From an optimization exercise on the open Yosys and OpenROAD flow, aimed at small area; shortcuts taken in it are not production practice.
In this exercise RTL edits were held to simulation tests only and were not proved equivalent to the original.
No run shown here takes its clock network from TritonCTS; it comes from the design's own scripts or RTL.
The flow treats the clock pin as an ideal source. Dropping or thinning the clock tree relies on that and would not hold on a real chip.
Power is estimated from default activity; no workload was simulated.

`flow/abc/ds9.abc`:
```
strash
&get -n
&deepsyn -I 1 -J 50 -S 9
&put
dch -f
amap
```
`flow/abc/ds5.abc`:
```
strash
&get -n
&deepsyn -I 1 -J 50 -S 5
&put
dch -f
amap
```
`flow/abc/ds8.abc`:
```
strash
&get -n
&deepsyn -I 1 -J 50 -S 8
&put
dch -f
amap
```
`flow/abc/ds6.abc`:
```
strash
&get -n
&deepsyn -I 1 -J 50 -S 6
&put
dch -f
amap
```
`flow/abc/ds11.abc`:
```
strash
&get -n
&deepsyn -I 1 -J 50 -S 11
&put
dch -f
amap
```
`flow/post_gpl.tcl`:
```
# After global placement: tie pins (ties_inv.tcl), then high-fanout nets
# (split_fanout.tcl) and nets with slow slews (split_slew.tcl).
set here [file dirname [info script]]
source $here/ties_inv.tcl
source $here/split_fanout.tcl
source $here/split_slew.tcl
```
`flow/abc/ds4.abc`:
```
strash
&get -n
&deepsyn -I 1 -J 50 -S 4
&put
dch -f
amap
```
`config.mk`:
```
export PLATFORM = sky130hd
export DESIGN_NAME = Vending_Machine_Controller
export DESIGN_NICKNAME = Vending_Machine_Controller
export VERILOG_FILES = /design/flow/design.v
export SDC_FILE = /design/flow/constraint.sdc
export NUM_CORES = 8
export LEC_CHECK = 0
export CAP_MARGIN = 0
export CORE_AREA = 5 5 151 151
export DIE_AREA = 0 0 156 156
export GPL_TIMING_DRIVEN = 0
export PLACE_DENSITY = 0.9
export SLEW_MARGIN = 0
```
`flow/abc/ds0.abc`:
```
strash
&get -n
&deepsyn -I 1 -J 50 -S 0
&put
dch -f
amap
```
`flow/abc/ds15.abc`:
```
strash
&get -n
&deepsyn -I 1 -J 50 -S 15
&put
dch -f
amap
```
`flow/resynth.tcl`:
```
# Re-map the combinational logic of the standard synthesis's netlist for area.
# The flip-flops are blackboxes here, so every register keeps its instance,
# name and cell type; only the logic between them is re-synthesised.  Each
# ABC script in RS_ABC is tried in turn and the smallest result is kept.
yosys -import
set lib $::env(RS_LIB)
read_verilog $::env(RS_CELLS)
read_verilog $::env(RS_IN)
hierarchy -top $::env(RS_TOP)
flatten
opt_clean -purge
hierarchy -top $::env(RS_TOP)
read_liberty -lib -ignore_redef $lib
techmap
opt -fast
design -save base
set du {}
foreach c $::env(RS_DONT_USE) { lappend du -dont_use $c }
set best_area 1e30
set best_script ""
foreach script $::env(RS_ABC) {
  design -load base
  abc -liberty $lib {*}$du -script $script
  opt_clean -purge
  tee -q -o rs_try.txt stat -liberty $lib
  set f [open rs_try.txt r]; set txt [read $f]; close $f
  if {![regexp {Chip area for module [^:]*: ([0-9.]+)} $txt -> area]} { continue }
  # keep only a fully mapped result
  set unmapped [string trim [tee -q -s result.string select -list t:\$*]]
  if {$unmapped ne ""} { puts "RESYNTH $script not fully mapped"; continue }
  puts "RESYNTH $script area $area"
  if {$area < $best_area} {
    set best_area $area
    set best_script $script
    design -save best
  }
}
puts "RESYNTH best $best_script area $best_area"
design -load best
setundef -zero
splitnets
opt_clean -purge
hilomap -singleton -hicell sky130_fd_sc_hd__conb_1 HI -locell sky130_fd_sc_hd__conb_1 LO
insbuf -buf sky130_fd_sc_hd__buf_4 A X
opt_clean -purge
check -assert -mapped
tee -o $::env(RS_STAT) stat -liberty $lib
write_verilog -noattr -nohex -nodec $::env(RS_OUT)
```
`flow/abc/ds10.abc`:
```
strash
&get -n
&deepsyn -I 1 -J 50 -S 10
&put
dch -f
amap
```
`flow/abc/ds7.abc`:
```
strash
&get -n
&deepsyn -I 1 -J 50 -S 7
&put
dch -f
amap
```
`flow/run.sh`:
```
#!/bin/bash
# Layout flow: the standard flow (standard.sh) with these changes:
#  - after the standard synthesis, the combinational logic between the
#    registers is re-mapped for area (flow/resynth.tcl, trying the ABC
#    scripts in flow/abc/ and keeping the smallest); registers untouched;
#  - minimum-size port buffers;
#  - global placement not timing-driven (flow/pre_gpl.tcl removes the
#    synthesis buffers, as timing-driven placement would);
#  - the tie cells of constant outputs are paired so that no tie pin is left
#    unused (flow/ties_pair.tcl after floorplan, flow/ties_inv.tcl after
#    global placement);
#  - after global placement, the driver of a net with more than SPLIT_FANOUT
#    loads, or whose slowest load sees a slew above SPLIT_SLEW_NS, is
#    duplicated per group of loads (flow/split_fanout.tcl, split_slew.tcl);
#  - after CTS the clock tree is replaced by two buffers on the clock port,
#    each driving the registers near it (flow/clock_groups.tcl).
# Each tool's output goes to a log file of its own in this folder.
set -euo pipefail
F=$(pwd)/flow
R=$(pwd)/orfs/results/$FLOW_PLATFORM/Vending_Machine_Controller/base
LIB=$FLOW_HOME/platforms/$FLOW_PLATFORM/lib/sky130_fd_sc_hd__tt_025C_1v80.lib

bash standard.sh synth > make_synth.log 2>&1
cp $R/1_2_yosys.v std_synth.v
python3 $F/cellmodels.py $LIB cells.v > cellmodels.log 2>&1
RS_LIB=$LIB RS_CELLS=cells.v RS_IN=std_synth.v RS_TOP=$FLOW_TOP \
RS_DONT_USE="sky130_fd_sc_hd__probe_p_8 sky130_fd_sc_hd__probec_p_8 sky130_fd_sc_hd__lpflow_*" \
RS_ABC="$(ls $F/abc/*.abc | tr '\n' ' ')" RS_STAT=resynth_stat.txt RS_OUT=resynth.v \
  yosys -c $F/resynth.tcl > resynth.log 2>&1
cp resynth.v $R/1_2_yosys.v
SPLIT_FANOUT=1000 SPLIT_SLEW_NS=1.2 CLOCK_GROUPS=1 CLOCK_PULL=0.5 CLOCK_GROUP_BUF=sky130_fd_sc_hd__clkbuf_8 bash standard.sh finish \
  "BUFFER_PORTS_ARGS=-buffer_cell sky130_fd_sc_hd__buf_1" \
  "CTS_ARGS=-sink_clustering_enable -repair_clock_nets -buf_list sky130_fd_sc_hd__clkbuf_4 -sink_clustering_size 50 -sink_clustering_max_diameter 400 -dont_use_dummy_load" \
  "PRE_GLOBAL_PLACE_TCL=$F/pre_gpl.tcl" \
  "POST_FLOORPLAN_TCL=$F/ties_pair.tcl" \
  "POST_GLOBAL_PLACE_TCL=$F/post_gpl.tcl" \
  "POST_CTS_TCL=$F/clock_groups.tcl" > make_finish.log 2>&1
```
`flow/abc/ds3.abc`:
```
strash
&get -n
&deepsyn -I 1 -J 50 -S 3
&put
dch -f
amap
```
`constraint.sdc`:
```
create_clock -name core_clock -period 30.0 [get_ports {clk}]
set_input_delay 6.0000 -clock core_clock [delete_from_list [all_inputs] [get_ports {clk}]]
set_output_delay 6.0000 -clock core_clock [all_outputs]
set_load 0.01 [all_outputs]
```
`flow/abc/ds1.abc`:
```
strash
&get -n
&deepsyn -I 1 -J 50 -S 1
&put
dch -f
amap
```
`flow/clock_groups.tcl`:
```
# After CTS: replace the clock tree by CLOCK_GROUPS buffers (cell
# CLOCK_GROUP_BUF) fed by the clock port, each driving the flip-flops of one
# group; the flip-flops are grouped by position (k-means) and each buffer is
# placed at its group's centre; the group's flip-flops are moved towards it
# by the fraction CLOCK_PULL.  The placement is legalised again.
set block [ord::get_db_block]
set k $::env(CLOCK_GROUPS)
set master [[ord::get_db] findMaster $::env(CLOCK_GROUP_BUF)]
set clk_net [[$block findBTerm clk] getNet]
# every clock buffer below the port, and every other clock pin (the sinks)
set bufs {}
set sinks {}
set todo [list $clk_net]
while {[llength $todo]} {
  set n [lindex $todo 0]
  set todo [lrange $todo 1 end]
  foreach it [$n getITerms] {
    if {![$it isInputSignal]} { continue }
    set inst [$it getInst]
    if {[string match "sky130_fd_sc_hd__clkbuf_*" [[$inst getMaster] getName]]} {
      lappend bufs $inst
      lappend todo [[$inst findITerm X] getNet]
    } else {
      lappend sinks $it
    }
  }
}
foreach b $bufs {
  set o [[$b findITerm X] getNet]
  foreach it [$o getITerms] { if {[$it getInst] ne $b} { $it disconnect } }
  odb::dbInst_destroy $b
  odb::dbNet_destroy $o
}
foreach it $sinks { $it disconnect }
# k-means on the sinks' positions, started from the sinks sorted along x
set pts {}
foreach it $sinks {
  set b [[$it getInst] getBBox]
  lappend pts [list [expr {([$b xMin] + [$b xMax]) / 2}] [expr {([$b yMin] + [$b yMax]) / 2}]]
}
set n [llength $pts]
set order [lsort -integer -indices -index 0 [lmap p $pts {lindex $p 0}]]
set cent {}
for {set g 0} {$g < $k} {incr g} {
  lappend cent [lindex $pts [lindex $order [expr {int(($g + 0.5) * $n / $k)}]]]
}
for {set iter 0} {$iter < 50} {incr iter} {
  set assign {}
  foreach p $pts {
    set best 0; set bd 1e30
    for {set g 0} {$g < $k} {incr g} {
      lassign [lindex $cent $g] cx cy
      set d [expr {abs([lindex $p 0] - $cx) + abs([lindex $p 1] - $cy)}]
      if {$d < $bd} { set bd $d; set best $g }
    }
    lappend assign $best
  }
  set new {}
  for {set g 0} {$g < $k} {incr g} {
    set sx 0; set sy 0; set c 0
    foreach p $pts a $assign { if {$a == $g} { set sx [expr {$sx + [lindex $p 0]}]; set sy [expr {$sy + [lindex $p 1]}]; incr c } }
    if {$c} { lappend new [list [expr {$sx / $c}] [expr {$sy / $c}]] } else { lappend new [lindex $cent $g] }
  }
  set cent $new
}
for {set g 0} {$g < $k} {incr g} {
  set buf [odb::dbInst_create $block $master "clkbuf_group_$g"]
  set net [odb::dbNet_create $block "clknet_group_$g"]
  $net setSigType CLOCK
  [$buf findITerm A] connect $clk_net
  [$buf findITerm X] connect $net
  set c 0
  foreach it $sinks a $assign { if {$a == $g} { $it connect $net; incr c } }
  lassign [lindex $cent $g] cx cy
  # pull the group's flip-flops towards its buffer by CLOCK_PULL (0..1)
  foreach it $sinks a $assign {
    if {$a != $g} { continue }
    set inst [$it getInst]
    lassign [$inst getLocation] ix iy
    set f $::env(CLOCK_PULL)
    $inst setLocation [expr {int($ix + $f * ($cx - $ix))}] [expr {int($iy + $f * ($cy - $iy))}]
  }
  $buf setLocation [expr {int($cx)}] [expr {int($cy)}]
  $buf setPlacementStatus PLACED
  puts "clock_groups: $buf drives $c clock pins"
}
puts "clock_groups: [llength $bufs] tree buffers replaced by $k"
detailed_placement
check_placement -verbose
```
`flow/abc/ds2.abc`:
```
strash
&get -n
&deepsyn -I 1 -J 50 -S 2
&put
dch -f
amap
```
`design.v`:
```
module Vending_Machine_Controller(
input clk, input reset, input  conf_switch,input i_nickel, input i_dime, input i_quarter,
input sw0, input sw1, input sw2, input sw3,
output reg  oled_Soda, output reg  oled_Chips, output reg  oled_ProteinBar,
output reg  oled_Water,output reg oled_Error,
 output [3:0] o_costMSB, output [3:0] o_costLSB,
 output [3:0] o_moneyMSB, output [3:0] o_moneyLSB,
 output reg [127:0] Page0, output reg [127:0] Page1, output reg [127:0] Page2, output reg [127:0] Page3
    );
    localparam [2:0] ZI = 3'd3,   
                     ZB = 3'd5,   
                     ZP = 3'd4,   
                     ZS = 3'd7,   
                     ZE = 3'd6,   
                     ZX = 3'd2,   
                     ZD = 3'd1,   
                     ZC = 3'd0;   
    reg [2:0] z;
    reg [3:0] nr;
    wire [3:0] r = ~nr;
    reg [4:0] md;    
    reg ovf;
    reg [4:0] cd;    
    assign o_costMSB = cd[4:1];
    assign o_costLSB = {1'b0, cd[0], 1'b0, cd[0]};
    assign o_moneyMSB = md[4:1];
    assign o_moneyLSB = {1'b0, md[0], 1'b0, md[0]};
    wire [3:0] sw = {sw3, sw2, sw1, sw0};
    wire disc = sw0 & sw2;
    wire too_much = (sw3 & (sw0 | sw1 | sw2)) | (sw1 & sw2);
    wire [4:0] c = {sw3 | disc, sw1 | (sw2 & ~sw0), sw0 ^ sw2, sw1 | disc, sw0 ^ sw2};
    wire [4:0] base = ovf ? 5'd19 : md;
    wire init_br = (z == ZI && ovf) || (z == ZC && !ovf);
    wire sel_br = (z == ZI && !ovf) || z == ZB || z == ZS || z == ZE || z == ZX;
    wire disp_br = z == ZP;
    wire first_chg = z == ZD;
    wire [4:0] coin = {1'b0, i_quarter & i_dime & i_nickel, i_quarter & ~(i_dime & i_nickel), i_dime ^ (i_nickel & i_quarter), i_nickel ^ i_quarter};
    wire [4:0] opnd = sel_br ? coin : ~cd;
    wire [4:0] sum = base + opnd + {4'd0, !sel_br};
    wire s_ok = !(sum[4] & (sum[3] | sum[2]));
    wire short = sum < {c[4:1], c[0] | (sw == 4'd0)};
    always @(posedge clk) begin
        if (reset) begin
            z <= ZI;
            ovf <= 1'b1;
            nr <= 4'b1111;
            md <= 5'd0;
            cd <= 5'd0;
        end else if (init_br) begin
            z <= ZI;
            ovf <= 1'b0;
            nr <= 4'b1111;
            md <= 5'd0;
            cd <= 5'd0;
        end else if (sel_br) begin
            nr <= ~sw;
            if (!too_much) cd <= c;
            if (s_ok) begin
                md <= sum[4:0];
                ovf <= 1'b0;
            end else
                ovf <= 1'b1;
            if (!conf_switch) z <= ZB;
            else if (too_much) z <= ZX;
            else if (short) z <= ZE;
            else if (sw == 4'd0) z <= ZS;
            else z <= ZP;
        end else if (disp_br) begin
            nr <= ~sw;
            if (disc) cd[4:1] <= {cd[4] & cd[1], cd[3] | (cd[4] & ~cd[1]), (cd[3] & cd[2] & cd[1]) | (cd[4] & ~cd[1]), ~cd[1]};
            z <= ZD;
        end else begin
            if (first_chg) md <= sum[4:0];
            z <= ZC;
            ovf <= |sw;
        end
    end
    localparam [127:0] T0 = "ENEB344         ",
                       T1 = "Vending Machine ",
                       T2 = "Giovanni Argueta",
                       BL = "                ",
                       M0 = "Water:SW3=0     ",
                       M1 = "Chips:SW2=0     ",
                       M2 = "PB:SW1=0DC:SW0=0",
                       BUY = "Buy: SW4=1      ",
                       SEL = "Select a prod   ",
                       ENT = "Enter more money",
                       DES = "Deselect prod(s)",
                       DSP = "....Dipensing...",
                       DIS = "Discount!20c off",
                       H0 = "Here's your     ",
                       H1 = "Change          ",
                       H2 = "Turn off all sws",
                       H3 = "to buy again    ";
    always @* begin
        oled_Water = 1'b0; oled_Chips = 1'b0; oled_ProteinBar = 1'b0; oled_Soda = 1'b0;
        oled_Error = 1'b0;
        case (z)
            ZI: begin
                Page0 = T0; Page1 = T1; Page2 = T2; Page3 = BL;
            end
            ZD: begin
                Page0 = BL; Page1 = BL; Page2 = DSP; Page3 = (r[0] & r[2]) ? DIS : BL;
                {oled_Soda, oled_ProteinBar, oled_Chips, oled_Water} = r;
            end
            ZC: begin
                Page0 = H0; Page1 = H1; Page2 = H2; Page3 = H3;
                {oled_Soda, oled_ProteinBar, oled_Chips, oled_Water} = r;
            end
            default: begin
                Page0 = M0 | {80'd0, 7'd0, r[0], 40'd0};
                Page1 = M1 | {80'd0, 7'd0, r[1], 40'd0};
                Page2 = M2 | {56'd0, 7'd0, r[2], 56'd0, 7'd0, r[3]};
                case (z)
                    ZS: Page3 = SEL;
                    ZE: Page3 = ENT;
                    ZX: Page3 = DES;
                    default: Page3 = BUY;
                endcase
                oled_Error = z == ZS || z == ZE || z == ZX;
            end
        endcase
    end
endmodule
```
`flow/ties_inv.tcl`:
```
# Ties left using only their LO pin: for each pair of them, keep one and drive
# the other's port from an inverter fed by the kept cell's HI pin, so no tie
# pin is left unconnected.  Runs after port buffering and global placement.
set block [ord::get_db_block]
set lo_only {}
foreach inst [$block getInsts] {
  if {[[$inst getMaster] getName] ne "sky130_fd_sc_hd__conb_1"} { continue }
  set hn [[$inst findITerm HI] getNet]
  set ln [[$inst findITerm LO] getNet]
  if {$ln ne "NULL" && $hn eq "NULL"} { lappend lo_only $inst }
}
# pair nearest neighbours greedily
set inv_master [[ord::get_db] findMaster sky130_fd_sc_hd__inv_1]
set left $lo_only
set k 0
while {[llength $left] >= 2} {
  set a [lindex $left 0]
  set left [lrange $left 1 end]
  lassign [$a getLocation] ax ay
  set best -1; set bd 1e18
  for {set j 0} {$j < [llength $left]} {incr j} {
    lassign [[lindex $left $j] getLocation] bx by
    set d [expr {abs($bx-$ax)+abs($by-$ay)}]
    if {$d < $bd} { set bd $d; set best $j }
  }
  set b [lindex $left $best]
  set left [lreplace $left $best $best]
  lassign [$b getLocation] bx by
  set bt [$b findITerm LO]
  set pnet [$bt getNet]
  $bt disconnect
  odb::dbInst_destroy $b
  set inv [odb::dbInst_create $block $inv_master "tie_inv_$k"]
  set hnet [odb::dbNet_create $block "tie_inv_net_$k"]
  [$a findITerm HI] connect $hnet
  [$inv findITerm A] connect $hnet
  [$inv findITerm Y] connect $pnet
  $inv setLocation $bx $by
  $inv setPlacementStatus PLACED
  incr k
}
puts "ties_inv: made $k inverters"
```
`flow/cellmodels.py`:
```
#!/usr/bin/env python3
"""Write Verilog models of the liberty's cells: combinational cells as assigns
of their liberty functions, every other cell (flip-flops, ties, ...) as a
blackbox with its pins.  Usage: cellmodels.py LIB OUT.v"""
import re, sys

def cells(text):
    i = 0
    for m in re.finditer(r'\n\s*cell\s*\(\s*"?([A-Za-z0-9_]+)"?\s*\)\s*\{', text):
        start = m.end()
        depth = 1
        j = start
        while depth:
            c = text[j]
            if c == '{':
                depth += 1
            elif c == '}':
                depth -= 1
            j += 1
        yield m.group(1), text[start:j - 1]

def pins(body):
    for m in re.finditer(r'\n\s*pin\s*\(\s*"?([A-Za-z0-9_]+)"?\s*\)\s*\{', body):
        start = m.end()
        depth = 1
        j = start
        while depth:
            c = body[j]
            if c == '{':
                depth += 1
            elif c == '}':
                depth -= 1
            j += 1
        pb = body[start:j - 1]
        # only this pin's own attributes, not nested groups
        flat = re.sub(r'\{[^{}]*\}', '', pb)
        while re.search(r'\{[^{}]*\}', flat):
            flat = re.sub(r'\{[^{}]*\}', '', flat)
        d = re.search(r'direction\s*:\s*"?(\w+)"?', flat)
        f = re.search(r'function\s*:\s*"([^"]*)"', flat)
        yield m.group(1), d.group(1) if d else None, f.group(1) if f else None

def main():
    text = open(sys.argv[1]).read()
    out = []
    for name, body in cells(text):
        ps = list(pins(body))
        seq = re.search(r'\n\s*(ff|latch|statetable)\s*\(', body) is not None
        ins = [p for p, d, f in ps if d == 'input']
        outs = [(p, f) for p, d, f in ps if d == 'output']
        others = [p for p, d, f in ps if d not in ('input', 'output')]
        comb = (not seq and outs and not others and all(f for p, f in outs)
                and all(re.fullmatch(r'[A-Za-z0-9_!&|^() ]+', f) for p, f in outs)
                and all(set(re.findall(r'[A-Za-z_][A-Za-z0-9_]*', f)) <= set(ins) for p, f in outs))
        decl = ', '.join([f'input {p}' for p in ins] + [f'output {p}' for p, f in outs]
                         + [f'inout {p}' for p in others])
        if comb:
            out.append(f'module {name}({decl});')
            for p, f in outs:
                out.append(f'  assign {p} = {f.replace("!", "~")};')
            out.append('endmodule')
        else:
            out.append(f'(* blackbox *) module {name}({decl});')
            out.append('endmodule')
    open(sys.argv[2], 'w').write('\n'.join(out) + '\n')

main()
```
`flow/split_slew.tcl`:
```
# After splitting by fanout: estimate the wires and split again, in two, any
# net whose slowest load sees a slew above SPLIT_SLEW_NS (the library limit is
# 1.5 ns), so the resizer has no reason to add large buffers.
estimate_parasitics -placement
set block [ord::get_db_block]
set limit $::env(SPLIT_SLEW_NS)
proc net_worst_slew {net} {
  set worst 0.0
  foreach it [$net getITerms] {
    if {![$it isInputSignal]} { continue }
    set pn "[[$it getInst] getName]/[[$it getMTerm] getName]"
    foreach e {rise fall} {
      set s [get_property [get_pins $pn] slew_max_$e]
      if {[string is double -strict $s]} {
        if {$s > $worst} { set worst $s }
      }
    }
  }
  return $worst
}
set done 0
foreach net [$block getNets] {
  if {[$net getSigType] ne "SIGNAL" || [llength [$net getBTerms]]} { continue }
  set drv ""; set loads {}
  foreach it [$net getITerms] {
    if {[$it isOutputSignal]} { set drv $it } elseif {[$it isInputSignal]} { lappend loads $it }
  }
  if {$drv eq "" || [llength $loads] < 4} { continue }
  set inst [$drv getInst]
  set mname [[$inst getMaster] getName]
  if {[string match "*conb*" $mname] || [string match "*df*" $mname] || [string match "*clkbuf*" $mname]} { continue }
  set w [net_worst_slew $net]
  if {$w <= $limit} { continue }
  puts "split_slew: [$net getName] ([llength $loads] loads, $mname) worst slew $w ns"
  split_net $net $drv $loads 2 "slew$done"
  incr done
}
puts "split_slew: $done nets split"
```
`flow/pre_gpl.tcl`:
```
# Global placement runs without timing-driven mode (no buffering of
# high-fanout nets while placing); remove synthesis buffers here instead, as
# timing-driven mode would.
remove_buffers
```
`flow/split_fanout.tcl`:
```
# Nets of more than SPLIT_FANOUT loads (the decoded screen text drives up to
# 37 port buffers around the die): the loads are grouped by position and the
# driving gate is duplicated for each further group, each copy placed at its
# group's centre, instead of leaving the resizer to add large buffers.
set block [ord::get_db_block]
set maxfo $::env(SPLIT_FANOUT)
proc kmeans {pts k} {
  set n [llength $pts]
  set order [lsort -integer -indices [lmap p $pts {expr {[lindex $p 0] + [lindex $p 1]}}]]
  set cent {}
  for {set g 0} {$g < $k} {incr g} {
    lappend cent [lindex $pts [lindex $order [expr {int(($g + 0.5) * $n / $k)}]]]
  }
  set assign {}
  for {set iter 0} {$iter < 50} {incr iter} {
    set assign {}
    foreach p $pts {
      set best 0; set bd 1e30
      for {set g 0} {$g < $k} {incr g} {
        lassign [lindex $cent $g] cx cy
        set d [expr {abs([lindex $p 0] - $cx) + abs([lindex $p 1] - $cy)}]
        if {$d < $bd} { set bd $d; set best $g }
      }
      lappend assign $best
    }
    set new {}
    for {set g 0} {$g < $k} {incr g} {
      set sx 0; set sy 0; set c 0
      foreach p $pts a $assign { if {$a == $g} { set sx [expr {$sx + [lindex $p 0]}]; set sy [expr {$sy + [lindex $p 1]}]; incr c } }
      if {$c} { lappend new [list [expr {$sx / $c}] [expr {$sy / $c}]] } else { lappend new [lindex $cent $g] }
    }
    set cent $new
  }
  return [list $assign $cent]
}
proc split_net {net drv loads k tag} {
  set block [ord::get_db_block]
  set inst [$drv getInst]
  set master [$inst getMaster]
  set pts {}
  foreach it $loads {
    set b [[$it getInst] getBBox]
    lappend pts [list [expr {([$b xMin] + [$b xMax]) / 2}] [expr {([$b yMin] + [$b yMax]) / 2}]]
  }
  lassign [kmeans $pts $k] assign cent
  for {set g 0} {$g < $k} {incr g} {
    lassign [lindex $cent $g] cx cy
    if {$g == 0} {
      set gi $inst
    } else {
      set gi [odb::dbInst_create $block $master "split_${tag}_$g"]
      set gnet [odb::dbNet_create $block "split_net_${tag}_$g"]
      foreach it [$inst getITerms] {
        if {[$it isInputSignal] && [$it getNet] ne "NULL"} {
          [$gi findITerm [[$it getMTerm] getName]] connect [$it getNet]
        }
      }
      [$gi findITerm [[$drv getMTerm] getName]] connect $gnet
      foreach it $loads a $assign {
        if {$a == $g} { $it disconnect; $it connect $gnet }
      }
    }
    $gi setLocation [expr {int($cx)}] [expr {int($cy)}]
    $gi setPlacementStatus PLACED
  }
}
set count 0
foreach net [$block getNets] {
  if {[$net getSigType] ne "SIGNAL"} { continue }
  if {[llength [$net getBTerms]]} { continue }
  set drv ""; set loads {}
  foreach it [$net getITerms] {
    if {[$it isOutputSignal]} { set drv $it } elseif {[$it isInputSignal]} { lappend loads $it }
  }
  set n [llength $loads]
  if {$drv eq "" || $n <= $maxfo} { continue }
  set inst [$drv getInst]
  set master [$inst getMaster]
  if {[llength [$inst getITerms]] > 8} { continue }
  set mname [$master getName]
  if {[string match "*conb*" $mname] || [string match "*df*" $mname]} { continue }
  set k [expr {int(ceil(double($n) / $maxfo))}]
  split_net $net $drv $loads $k $count
  puts "split_fanout: [$net getName] ($n loads, $mname) split in $k"
  incr count
}
puts "split_fanout: $count nets split"
```
`flow/ties_pair.tcl`:
```
# Pair tie cells: after repair_tie_fanout each constant output port has a
# conb_1 of its own, using only one of its two pins.  Give a port tied low the
# LO pin of a cell that already drives a port tied high, and delete its own
# cell, so both pins of the kept cell are used.
set block [ord::get_db_block]
set hi_only {}
set lo_only {}
foreach inst [$block getInsts] {
  if {[[$inst getMaster] getName] ne "sky130_fd_sc_hd__conb_1"} { continue }
  set hn [[$inst findITerm HI] getNet]
  set ln [[$inst findITerm LO] getNet]
  if {$hn ne "NULL" && $ln eq "NULL"} { lappend hi_only $inst }
  if {$ln ne "NULL" && $hn eq "NULL"} { lappend lo_only $inst }
}
set n [expr {min([llength $hi_only], [llength $lo_only])}]
puts "ties_pair: [llength $hi_only] high-only, [llength $lo_only] low-only ties; pairing $n"
for {set i 0} {$i < $n} {incr i} {
  set h [lindex $hi_only $i]
  set l [lindex $lo_only $i]
  set lt [$l findITerm LO]
  set net [$lt getNet]
  $lt disconnect
  [$h findITerm LO] connect $net
  odb::dbInst_destroy $l
}
```
`flow/abc/ds13.abc`:
```
strash
&get -n
&deepsyn -I 1 -J 50 -S 13
&put
dch -f
amap
```
`flow/abc/ds14.abc`:
```
strash
&get -n
&deepsyn -I 1 -J 50 -S 14
&put
dch -f
amap
```
`flow/abc/ds12.abc`:
```
strash
&get -n
&deepsyn -I 1 -J 50 -S 12
&put
dch -f
amap
```
`standard.sh`:
```
#!/bin/bash
# synth_recipe.tcl (not shown) runs the flow's synth.tcl, then flattens the netlist and writes it again
# the make line also repeats each setting of config.mk as NAME=value (left out here)
make -C /OpenROAD-flow-scripts/flow DESIGN_CONFIG=/design/flow/config.mk WORK_HOME=/design/flow/orfs CLKGATE_MAP_FILE= SYNTH_SCRIPT=/design/flow/synth_recipe.tcl "${@:-finish}"
```
==> results.cfg, run 1 <==
[floorplan]
initial_utilization = 0.2464
fp.dieArea_um2 = 24340
dieWidth_um = 156
rows = 53
pin_count = 543
die_h_um = 156
fp.coreArea_um2 = 21020

[synth]
synthCells = 733
synth-warning-count = 1
synth.avg_cell_area_um2 = 7.065
syn_area_um2 = 5179

[worst_setup_path]
cp-start-kind = flip-flop
r2r_cells = 10
critPathKind = flip-flop to primary output
cp.required_ns = 24.00
worstPathMaxFanout = 31
crit_path_end_kind = primary output
worstPathArrival_ns = 5.57
regToRegSetupSlack_ns = 24.25

[power]
switchingPower_mw = 0.4291
internal-power_mw = 0.1771
finalPower_mw = 0.6062
irDropWorstVdd_mv = 0.08710
swShare = 0.7078
pwr-share-clk = 0.016
seq_power_share = 0.079
p_leak_nw = 1.738
p_comb_frac = 0.906
power_density_nw_per_um2 = 176.8

[grt]
grt_start_max_net_pins = 35
grt.total_usage = 0.1097
grt_pass1_wl_um = 20340
overflow = 0
antenna_found_initial = 0
grt_pass1_vias = 3089

[timing]
slew_violations = 0
clock_skew_ns = 0.003079
fmax_mhz = 86.47
period_share = 0.3855
worst_pin_slew_ns = 1.210
hold_violations = 0
finalCriticalPeriod_ns = 11.57
setup_violations = 0
max-slew-margin-rel = 0.1906
tns_ns = 0
rsz0062_at_grt = false

[finish]
register_area_um2 = 360.3
syn2layout_area_growth_pct = -33.80
final_common_cell = buf_1
multi_input_area_um2 = 1119
layoutNonFillerInstCount = 975
num-fill-cells = 2457
final_cell_mix = buf_1, conb_1, nor2_1
drive_gt1_frac = 0.001429
antenna_cells = 0
final_nets = 810

[clocking]
clk_pin_slew_ns = 0.11
clk_latency_ns = 0.17
clock_sinks = 18

[worst_hold_path]
hold_path.class = flip-flop to flip-flop
hold_depth = 2

[placed_design]
hpwlAfterDp_um = 13760
dp_cells = 974
portBuffers = 345

[detailed_routing]
drc = 0
drt-pass1-iter-count = 5
wirelength_um = 15940
avgRoutedWirePerCell_um = 16.35
vias = 3651
ant_nets = 0
viasPerCell = 3.745
drtIter0Drc = 233

[run_status]
status = complete, no violations

[flow_run]
drv_cap = 0
## metrics by stage
stage / hold slack (ns) / setup WS [ns] / cell area [um^2] / util
detailed placement: 0.4821 / 18.38 / 3415 / 0.1624
global placement: 0.4663 / 17.86 / 3402 / 0.1618
global route: 0.5182 / 17.49 / 3428 / 0.1631
floorplan: 0.4493 / 20.52 / 5911 / -
finish: 0.4952 / 18.44 / 3428 / 0.1631
## registers in the layout (all words and copies together) (netlist names)
| name | flops |
|---|---|
| cd | 5 |
| ovf | 1 |
| nr | 4 |
| md | 5 |
| z | 3 |
## path summary, 6_finish.rpt
path | startpoint | end
worst max-delay path | z[2]$_SDFF_PP0_ | Page3[94]
worst min-delay path | md[3]$_SDFFE_PP0P_ | md[3]$_SDFFE_PP0P_
worst max register to register | z[2]$_SDFF_PP0_ | md[1]$_SDFFE_PP0P_
worst min register to register | md[3]$_SDFFE_PP0P_ | md[3]$_SDFFE_PP0P_
## worst max-delay path, cell delays in order, from the launching register on
cell      delay, ns
dfxtp_1        0.53
clkinv_1       0.32
nand2_1        0.74
nor2_1         1.06
clkinv_1       0.82
nor3_1         0.77
nor2_1         0.39
nor2_1         0.41
buf_1          0.31
## layer usage
metal	vias to the layer above	track usage	part of all wire
met5	-	0	0
met4	0	0.01584	0.013
met3	24	0.03190	0.12
met2	323	0.1973	0.51
met1	1617	0.1321	0.36
li1	1687	-	-
## layout make-up
type,instances,area share
multi-input combinational,257,0.3263
buffer,1,0.004015
sequential,18,0.1051
tap,275,0.1004
inverter,79,0.08650
timing repair buffer,345,0.3777
## power groups by stage
stage	sequential (mW)	clock (mW)	combinational [mW]
2_1_floorplan	0.0390	0	0.679
3_3_place_gp	0.0450	0	0.547
3_5_place_dp	0.0484	0	0.555
5_1_grt	0.0499	0.00955	0.608
6_report	0.0477	0.00943	0.549
==> run 2, diff against run 1 <==
--- a/flow/run.sh
+++ b/flow/run.sh
@@ -30,3 +30,3 @@
 cp resynth.v $R/1_2_yosys.v
-SPLIT_FANOUT=1000 SPLIT_SLEW_NS=1.2 CLOCK_GROUPS=1 CLOCK_PULL=0.5 CLOCK_GROUP_BUF=sky130_fd_sc_hd__clkbuf_8 bash standard.sh finish \
+SPLIT_FANOUT=1000 SPLIT_SLEW_NS=1.2 CLOCK_GROUPS=2 CLOCK_PULL=0.5 CLOCK_GROUP_BUF=sky130_fd_sc_hd__clkbuf_4 bash standard.sh finish \
   "BUFFER_PORTS_ARGS=-buffer_cell sky130_fd_sc_hd__buf_1" \
--- a/flow/split_slew.tcl
+++ b/flow/split_slew.tcl
@@ -2,3 +2,4 @@
 # net whose slowest load sees a slew above SPLIT_SLEW_NS (the library limit is
-# 1.5 ns), so the resizer has no reason to add large buffers.
+# 1.5 ns): its driver is sized up one step if that is enough, otherwise
+# duplicated, so the resizer has no reason to add large buffers.
 estimate_parasitics -placement
@@ -20,2 +21,6 @@
 }
+proc dont_use_master {m} {
+  foreach pat $::env(DONT_USE_CELLS) { if {[string match $pat [$m getName]]} { return 1 } }
+  return 0
+}
 set done 0
@@ -33,4 +38,23 @@
   if {$w <= $limit} { continue }
-  puts "split_slew: [$net getName] ([llength $loads] loads, $mname) worst slew $w ns"
-  split_net $net $drv $loads 2 "slew$done"
+  # first try the next drive strength of the same cell, if it is enough
+  set fixed 0
+  if {[regexp {^(.*_)([0-9]+)$} $mname -> stem size] && $size == 1} {
+    set up [[ord::get_db] findMaster "${stem}2"]
+    if {$up ne "NULL" && ![dont_use_master $up]} {
+      $inst swapMaster $up
+      estimate_parasitics -placement
+      set w2 [net_worst_slew $net]
+      if {$w2 <= $limit} {
+        puts "split_slew: [$net getName] ([llength $loads] loads) $mname sized up, slew $w ns -> $w2 ns"
+        set fixed 1
+      } else {
+        $inst swapMaster [[ord::get_db] findMaster $mname]
+        estimate_parasitics -placement
+      }
+    }
+  }
+  if {!$fixed} {
+    puts "split_slew: [$net getName] ([llength $loads] loads, $mname) worst slew $w ns, split"
+    split_net $net $drv $loads 2 "slew$done"
+  }
   incr done
==> run 2 against run 1 <==
Clock skew up 0.033 ns. Via count shrank 3.0%. Worst hold slack improved by 0.0014 ns. Combinational power is 0.7% lower. Core utilization barely moved. Global-route usage down 0.58 points. Sequential share of layout area about the same. Synthesized area stayed put. Critical path depth unchanged.
==> results.cfg, run 2 <==
[run_status]
status = complete, no violations

[finish]
syn2layout_area_growth_pct = -33.82
final_nets = 808
final_cell_mix = buf_1, conb_1, nor2_1
multi_input_area_um2 = 1116
num-fill-cells = 2443
top_regs = cd x5, md x5, nr x4
register_area_um2 = 360.3
final_common_cell = buf_1
drive_gt1_frac = 0.007163
antenna_cells = 0
layoutNonFillerInstCount = 973

[timing]
slew_violations = 0
hold_violations = 0
setup_violations = 0
worst_pin_slew_ns = 1.168
max-slew-margin-rel = 0.2205
fmax_mhz = 86.03
period_share = 0.3874
finalCriticalPeriod_ns = 11.62
clock_skew_ns = 0.03613
tns_ns = 0
rsz0062_at_grt = false

[floorplan]
fp.dieArea_um2 = 24340
dieWidth_um = 156
rows = 53
initial_utilization = 0.2464
pin_count = 543
fp.coreArea_um2 = 21020
die_h_um = 156

[detailed_routing]
drc = 0
drtIter0Drc = 223
avgRoutedWirePerCell_um = 15.82
vias = 3540
viasPerCell = 3.638
ant_nets = 0
wirelength_um = 15390
drt-pass1-iter-count = 4

[synth]
synth-warning-count = 1
synth.avg_cell_area_um2 = 7.065
synthCells = 733
syn_area_um2 = 5179

[flow_run]
drv_cap = 0

[worst_setup_path]
crit_path_end_kind = primary output
cp-start-kind = flip-flop
cp.required_ns = 24.00
worstPathCellList = clkinv_1 > nand2_1 > nor2_1 > clkinv_1 > nor3_2 > nor2_1 > nor2_1 > buf_1
critPathKind = flip-flop to primary output
critical-path-slowest-cell = nor2_1
worstPathArrival_ns = 5.62
worstPathMaxFanout = 30
crit_path_frequent_cell = nor2_1
slowest_delay_ns = 1.07

[power]
irDropWorstVdd_mv = 0.09508
power_density_nw_per_um2 = 175.1
p_leak_nw = 1.736

[placed_design]
dp_cells = 971
portBuffers = 345
hpwlAfterDp_um = 13470

[clocking]
clk_latency_ns = 0.18
clock_sinks = 18
clk_pin_slew_ns = 0.12

[grt]
grt_pass1_wl_um = 19430
antenna_found_initial = 0
overflow = 0
grt_start_max_net_pins = 39
grt_pass1_vias = 2981
grt.total_usage = 0.1039

[worst_hold_path]
hold_path.class = flip-flop to flip-flop
run 2: changes by cell type in the layout (fill, tap and decap cells not counted):
cell | before | now
nor3_2 | 0 | 1
clkbuf_8 | 1 | 0
nor2_1 | 63 | 59
nor3_1 | 4 | 2
nor2_2 | 0 | 2
clkbuf_4 | 0 | 2
run 2: where the power goes:
| group | internal [mW] | total, mW | switching [mW] | leakage [nW] |
|---|---|---|---|---|
| Combinational | 0.142 | 0.545 | 0.403 | 1.58 |
| Sequential | 0.0322 | 0.0455 | 0.0133 | 0.148 |
| Clock | 0.00320 | 0.00934 | 0.00614 | 0.00920 |
run 2: per-layer routing:
layer  vias up  global-route usage  part of all wire  wire, um
met2       267              0.1883              0.51      7866
li1       1675                   -                 -         -
met1      1583              0.1272              0.37      5718
met4         0             0.01084            0.0083       127
met3        15             0.02774              0.11      1676
met5         -                   0                 0         0
run 2: worst max-delay path: cells and delay by family (launching register included):
kind,cells,cell delay [ns]
AND/OR/NAND/NOR,5,3.49
buffers and inverters,3,1.42
flip-flops,1,0.51
run 2: path summary, 6_finish.rpt:
kind                            from                  to  slack, ns  depth (start not counted)
setup / recovery     z[2]$_SDFF_PP0_           Page3[94]      18.38                          8
hold / removal    md[1]$_SDFFE_PP0P_  md[1]$_SDFFE_PP0P_       0.50                          2
setup reg to reg     z[2]$_SDFF_PP0_  md[0]$_SDFFE_PP0P_      24.42                         10
hold reg to reg   md[1]$_SDFFE_PP0P_  md[1]$_SDFFE_PP0P_       0.50                          2
run 2: layout make-up:
type | count | share of cell area
Buffer | 2 | 0.004381
Inverter | 79 | 0.08653
Multi-Input combinational cell | 254 | 0.3257
Sequential cell | 18 | 0.1051
Tap cell | 275 | 0.1004
Timing Repair Buffer | 345 | 0.3779
run 2: stage by stage:
step / area (um^2) / hold slack [ns] / util / setup slack (ns) / total power [mW]
6_report: 3427 / 0.4966 / 0.1630 / 18.38 / 0.6000
5_1_grt: 3427 / 0.5111 / 0.1630 / 17.45 / 0.6593
3_5_place_dp: 3412 / 0.4817 / 0.1623 / 18.28 / 0.6004
3_3_place_gp: 3402 / 0.4663 / 0.1618 / 17.86 / 0.5922
2_1_floorplan: 5911 / 0.4493 / - / 20.52 / 0.7176
==> run 3, diff against run 2 <==
--- a/flow/run.sh
+++ b/flow/run.sh
@@ -14,3 +14,3 @@
 #    duplicated per group of loads (flow/split_fanout.tcl, split_slew.tcl);
-#  - after CTS the clock tree is replaced by two buffers on the clock port,
+#  - after CTS the clock tree is replaced by CLOCK_GROUPS buffers on the clock port,
 #    each driving the registers near it (flow/clock_groups.tcl).
@@ -30,3 +30,3 @@
 cp resynth.v $R/1_2_yosys.v
-SPLIT_FANOUT=1000 SPLIT_SLEW_NS=1.2 CLOCK_GROUPS=2 CLOCK_PULL=0.5 CLOCK_GROUP_BUF=sky130_fd_sc_hd__clkbuf_4 bash standard.sh finish \
+SPLIT_FANOUT=1000 SPLIT_SLEW_NS=1.2 CLOCK_GROUPS=1 CLOCK_PULL=0.5 CLOCK_GROUP_BUF=sky130_fd_sc_hd__clkbuf_8 bash standard.sh finish \
   "BUFFER_PORTS_ARGS=-buffer_cell sky130_fd_sc_hd__buf_1" \
==> run 3 against run 2 <==
Sequential power is essentially flat. Global-route usage is essentially flat. First-iteration DRC count is 1.8% higher. Synthesized area unchanged. Maximum frequency increased by 0.20%. Wire length grew 0.84%. Clock skew down 0.034 ns. Register-to-register slack worse by 0.03 ns. Critical path depth unchanged. Sequential share of layout area is essentially flat. Still clean. Via count rose by 1.2%.
==> results.cfg, run 3 <==
[synth]
synth.avg_cell_area_um2 = 7.065
syn_area_um2 = 5179
synth-warning-count = 1
synthCells = 733

[flow_run]
drv_cap = 0

[detailed_routing]
wirelength_um = 15520
dr_wl_met2_um = 7899
ant_nets = 0
wl_met3_um = 1873
drc = 0
vias = 3583
drtIter0Drc = 227
avgRoutedWirePerCell_um = 15.97
wl_met1_um = 5584
drt-pass1-iter-count = 4
top_layer = met4
viasPerCell = 3.686

[clocking]
clk_latency_ns = 0.17
clk_pin_slew_ns = 0.12
clock_sinks = 18

[timing]
clock_skew_ns = 0.001771
max-slew-margin-rel = 0.2211
worst_pin_slew_ns = 1.167
period_share = 0.3867
slew_violations = 0
fmax_mhz = 86.20
finalCriticalPeriod_ns = 11.60
rsz0062_at_grt = false
tns_ns = 0
hold_violations = 0
setup_violations = 0

[grt]
grt_pass1_wl_um = 19440
antenna_found_initial = 0
grt_start_max_net_pins = 39
overflow = 0
grt.total_usage = 0.1042
grt_pass1_vias = 2975

[floorplan]
pin_count = 543
fp.dieArea_um2 = 24340
initial_utilization = 0.2464
rows = 53
die_h_um = 156
fp.coreArea_um2 = 21020
dieWidth_um = 156

[power]
p_leak_nw = 1.734
power_density_nw_per_um2 = 175.6
finalPower_mw = 0.6015
irDropWorstVdd_mv = 0.09517

[worst_setup_path]
cp-start-kind = flip-flop
worstPathMaxFanout = 30
cp.required_ns = 24.00
critPathKind = flip-flop to primary output
regToRegSetupSlack_ns = 24.39
crit_path_end_kind = primary output
r2r-start = z[2]$_SDFF_PP0_
rr_endpoint = md[0]$_SDFFE_PP0P_
r2r_cells = 10
worstPathArrival_ns = 5.60

[finish]
top_regs = cd x5, md x5, nr x4
final_common_cell = buf_1
antenna_cells = 0
syn2layout_area_growth_pct = -33.85
fin_area_um2 = 3426
final_cell_mix = buf_1, conb_1, nor2_1
final_nets = 807
drive_gt1_frac = 0.005739

[worst_hold_path]
hold_depth = 2
min_to = md[3]$_SDFFE_PP0P_
hold_path.class = flip-flop to flip-flop
hp-start = md[3]$_SDFFE_PP0P_

[placed_design]
placed_area_um2 = 3412
hpwlAfterDp_um = 13470
portBuffers = 345

[run_status]
status = complete, no violations
==> run 3: cell count changes in the layout (fill, tap and decap cells not counted), sizes merged <==
| cell | previous run | this run |
|---|---|---|
| clkbuf | 2 | 1 |
==> run 3: worst max path at each step <==
stage / startpoint / to / cells past startpoint
final: z[2]$_SDFF_PP0_ / Page3[94] / 8
after global routing: z[2]$_SDFF_PP0_ / Page3[94] / 8
after detailed placement: z[2]$_SDFF_PP0_ / Page3[94] / 8
after global placement: z[2]$_SDFF_PP0_ / Page3[94] / 8
after floorplan: z[2]$_SDFF_PP0_ / Page3[10] / 8
==> run 3: worst max-delay path: stages (launching register included) <==
cell and delay (ns):
dfxtp_1 0.51, clkinv_1 0.30, nand2_1 0.72, nor2_1 1.05, clkinv_1 0.77, nor3_2 0.87, nor2_1 0.42, nor2_1 0.44
buf_1 0.32
==> run 3: metrics by stage <==
stage / worst slack [ns] / std cells / hold WS, ns / util
after floorplan: 20.52 / 928 / 0.4493 / -
after global placement: 17.86 / 971 / 0.4663 / 0.1618
after detailed placement: 18.28 / 971 / 0.4817 / 0.1623
after global routing: 17.45 / 972 / 0.5108 / 0.1630
final: 18.40 / 972 / 0.5011 / 0.1630
==> run 3: final cells by class <==
| class | instances | area [um^2] |
|---|---|---|
| Sequential cell | 18 | 360.3 |
| Buffer | 1 | 13.76 |
| Timing Repair Buffer | 345 | 1295 |
| Fill cell | 2426 | 17600 |
| Inverter | 79 | 296.5 |
| Tap cell | 275 | 344.1 |
| Multi-Input combinational cell | 254 | 1116 |
==> run 3: power breakdown <==
group | internal, mW | switching (mW) | leakage, nW | total (mW)
registers | 0.0322 | 0.0133 | 0.148 | 0.0455
logic | 0.142 | 0.404 | 1.58 | 0.546
clock network | 0.00313 | 0.00658 | 0.00719 | 0.00971
==> run 3: routing by layer <==
layer / up-vias / track usage
met5: - / 0
met4: 0 / 0.01084
met3: 21 / 0.03356
met2: 287 / 0.1878
met1: 1596 / 0.1247
li1: 1679 / -
==> run 4, diff against run 3 <==
--- a/flow/run.sh
+++ b/flow/run.sh
@@ -11,7 +11,9 @@
 #    global placement);
-#  - after global placement, the driver of a net with more than SPLIT_FANOUT
-#    loads, or whose slowest load sees a slew above SPLIT_SLEW_NS, is
-#    duplicated per group of loads (flow/split_fanout.tcl, split_slew.tcl);
-#  - after CTS the clock tree is replaced by CLOCK_GROUPS buffers on the clock port,
-#    each driving the registers near it (flow/clock_groups.tcl).
+#  - after global placement, a net whose slowest load sees a slew above
+#    SPLIT_SLEW_NS gets a stronger driver or a copy of its driver for half of
+#    its loads (flow/split_slew.tcl; flow/split_fanout.tcl does the same by
+#    fanout above SPLIT_FANOUT, here not used);
+#  - after CTS the clock tree is replaced by CLOCK_GROUPS buffers (here one
+#    clkbuf_8) on the clock port, each driving the registers near it
+#    (flow/clock_groups.tcl).
 # Each tool's output goes to a log file of its own in this folder.
==> run 4 against run 3 <==
Sequential cell count unchanged. Register-to-register slack barely moved. Combinational power about the same. Wire length unchanged. Critical path depth did not move. Clock power barely moved. Synthesized cell count stayed put. Sequential power is essentially flat. Synthesized area unchanged. Power unchanged. Die area is the same. Maximum frequency stayed put. Critical path type unchanged. Still clean.
==> results.cfg, run 4 <==
[power]
switchingPower_mw = 0.4241
pwr-share-clk = 0.016
irDropWorstVdd_mv = 0.09517
p_leak_nw = 1.734
p_comb_frac = 0.908
seq_power_share = 0.076
swShare = 0.7050
internal-power_mw = 0.1775
power_density_nw_per_um2 = 175.6
finalPower_mw = 0.6015

[clocking]
clock_sinks = 18
clk_latency_ns = 0.17
clk_pin_slew_ns = 0.12

[finish]
final_nets = 807
antenna_cells = 0
layoutNonFillerInstCount = 972
final_util = 0.1630
top_regs = cd x5, md x5, nr x4
multi_input_area_um2 = 1116
num-fill-cells = 2426
drive_gt1_frac = 0.005739
register_area_um2 = 360.3
syn2layout_area_growth_pct = -33.85
final_cell_mix = buf_1, conb_1, nor2_1
final_common_cell = buf_1

[detailed_routing]
ant_nets = 0
drc = 0
vias = 3583
drtIter0Drc = 227
viasPerCell = 3.686
avgRoutedWirePerCell_um = 15.97
wirelength_um = 15520
drt-pass1-iter-count = 4

[grt]
grt_pass1_wl_um = 19440
grt_start_max_net_pins = 39
overflow = 0
antenna_found_initial = 0
grt.total_usage = 0.1042
grt_pass1_vias = 2975

[floorplan]
pin_count = 543
fp.coreArea_um2 = 21020
rows = 53
dieWidth_um = 156
die_h_um = 156
fp.dieArea_um2 = 24340
initial_utilization = 0.2464

[worst_setup_path]
cp.required_ns = 24.00
critical-path-slowest-cell = nor2_1
critPathKind = flip-flop to primary output
worst_path_dominant_cell_family = simple AND/OR/NAND/NOR gates
worstPathCellList = clkinv_1 > nand2_1 > nor2_1 > clkinv_1 > nor3_2 > nor2_1 > nor2_1 > buf_1
cp-start-kind = flip-flop
crit_path_end_kind = primary output
worstPathArrival_ns = 5.60
worstPathMaxFanout = 30
regToRegSetupSlack_ns = 24.39
slowest_delay_ns = 1.05
rr_endpoint = md[0]$_SDFFE_PP0P_
r2r_cells = 10
r2r-start = z[2]$_SDFF_PP0_
crit_path_frequent_cell = nor2_1
cp_num_buf_inv = 3

[timing]
worst_pin_slew_ns = 1.167
period_share = 0.3867
hold_violations = 0
rsz0062_at_grt = false
clock_skew_ns = 0.001771
setup_violations = 0
finalCriticalPeriod_ns = 11.60
slew_violations = 0
max-slew-margin-rel = 0.2211
layout_setup_ws_ns = 18.40
fmax_mhz = 86.20
tns_ns = 0

[placed_design]
dp_cells = 971
place_ws_ns = 18.28
hpwlAfterDp_um = 13470
portBuffers = 345

[worst_hold_path]
hp-start = md[3]$_SDFFE_PP0P_
hold_depth = 2
hold_path.class = flip-flop to flip-flop
min_to = md[3]$_SDFFE_PP0P_

[run_status]
status = complete, no violations

[synth]
synth.avg_cell_area_um2 = 7.065
syn_area_um2 = 5179
synthCells = 733
synth-warning-count = 1

[flow_run]
drv_cap = 0
## run 4: worst reg2reg max path: cells and delay by family (launching register included)
family	cells	cell delay [ns]
compound gates	4	1.51
buf+inv	3	1.34
flops	1	0.51
simple gates	3	2.11
## run 4: how the worst max path moves through the flow
stage	from	end	slack (ns)	cells after the start
2_1_floorplan	z[2]$_SDFF_PP0_	Page3[10]	20.52	8
3_3_place_gp	z[2]$_SDFF_PP0_	Page3[94]	17.86	8
3_5_place_dp	z[2]$_SDFF_PP0_	Page3[94]	18.28	8
5_1_grt	z[2]$_SDFF_PP0_	Page3[94]	17.45	8
6_report	z[2]$_SDFF_PP0_	Page3[94]	18.40	8
## run 4: layout make-up
type                       count  share of cell area
buffer                         1            0.004018
inverter                      79             0.08656
multi-input combinational    254              0.3258
sequential                    18              0.1052
tap                          275              0.1004
timing repair buffer         345              0.3780
## run 4: metal layers
metal  routed length [um]  vias up  global-route usage
met4                  160        0             0.01084
met3                 1873       21             0.03356
li1                     -     1679                   -
met2                 7899      287              0.1878
met5                    0        -                   0
met1                 5584     1596              0.1247
## run 4: metrics by stage
stage / hold WS [ns] / cell area, um^2
global placement: 0.4663 / 3402
finish: 0.5011 / 3426
floorplan: 0.4493 / 5911
detailed placement: 0.4817 / 3412
global route: 0.5108 / 3426
## run 4: power groups by stage
stage | Combinational (mW) | Sequential [mW] | Clock (mW)
after floorplan | 0.679 | 0.0390 | 0
after detailed placement | 0.555 | 0.0458 | 0
final | 0.546 | 0.0455 | 0.00971
after global placement | 0.547 | 0.0450 | 0
after global routing | 0.604 | 0.0467 | 0.00977

-- port drivers added, routing unchanged --
How much do the figures lean on ideal ports? The routed layouts below were timed once more, with nothing changed but the port constraints. Step 1 assumes that a clkbuf_16 drives the clock port and a buf_2 every other input. Step 2 times the ports against the registers' clock, not the clock port: input delays grow and output delays shrink by t, the midpoint of the rising clock arrivals with the driver on. Slacks: no drivers / after step 1 / after step 2; pairs: no drivers / after step 1.
run | t (ns) | setup slack, ns | worst setup path after step 2 | slew at the worst register clock pin (ns) | worst slew at a driven data input, ns
run 1 | 0.194 | 18.435 / 18.406 / 18.600 | register to output | 0.11 / 0.11 | 0.05
run 2 | 0.186 | 18.377 / 18.347 / 18.534 | register to output | 0.12 / 0.12 | 0.05
run 3 | 0.195 | 18.399 / 18.372 / 18.567 | register to output | 0.12 / 0.12 | 0.05
run 4 | 0.195 | 18.399 / 18.372 / 18.567 | register to output | 0.12 / 0.12 | 0.05
After both steps setup and hold are still met in every run listed.
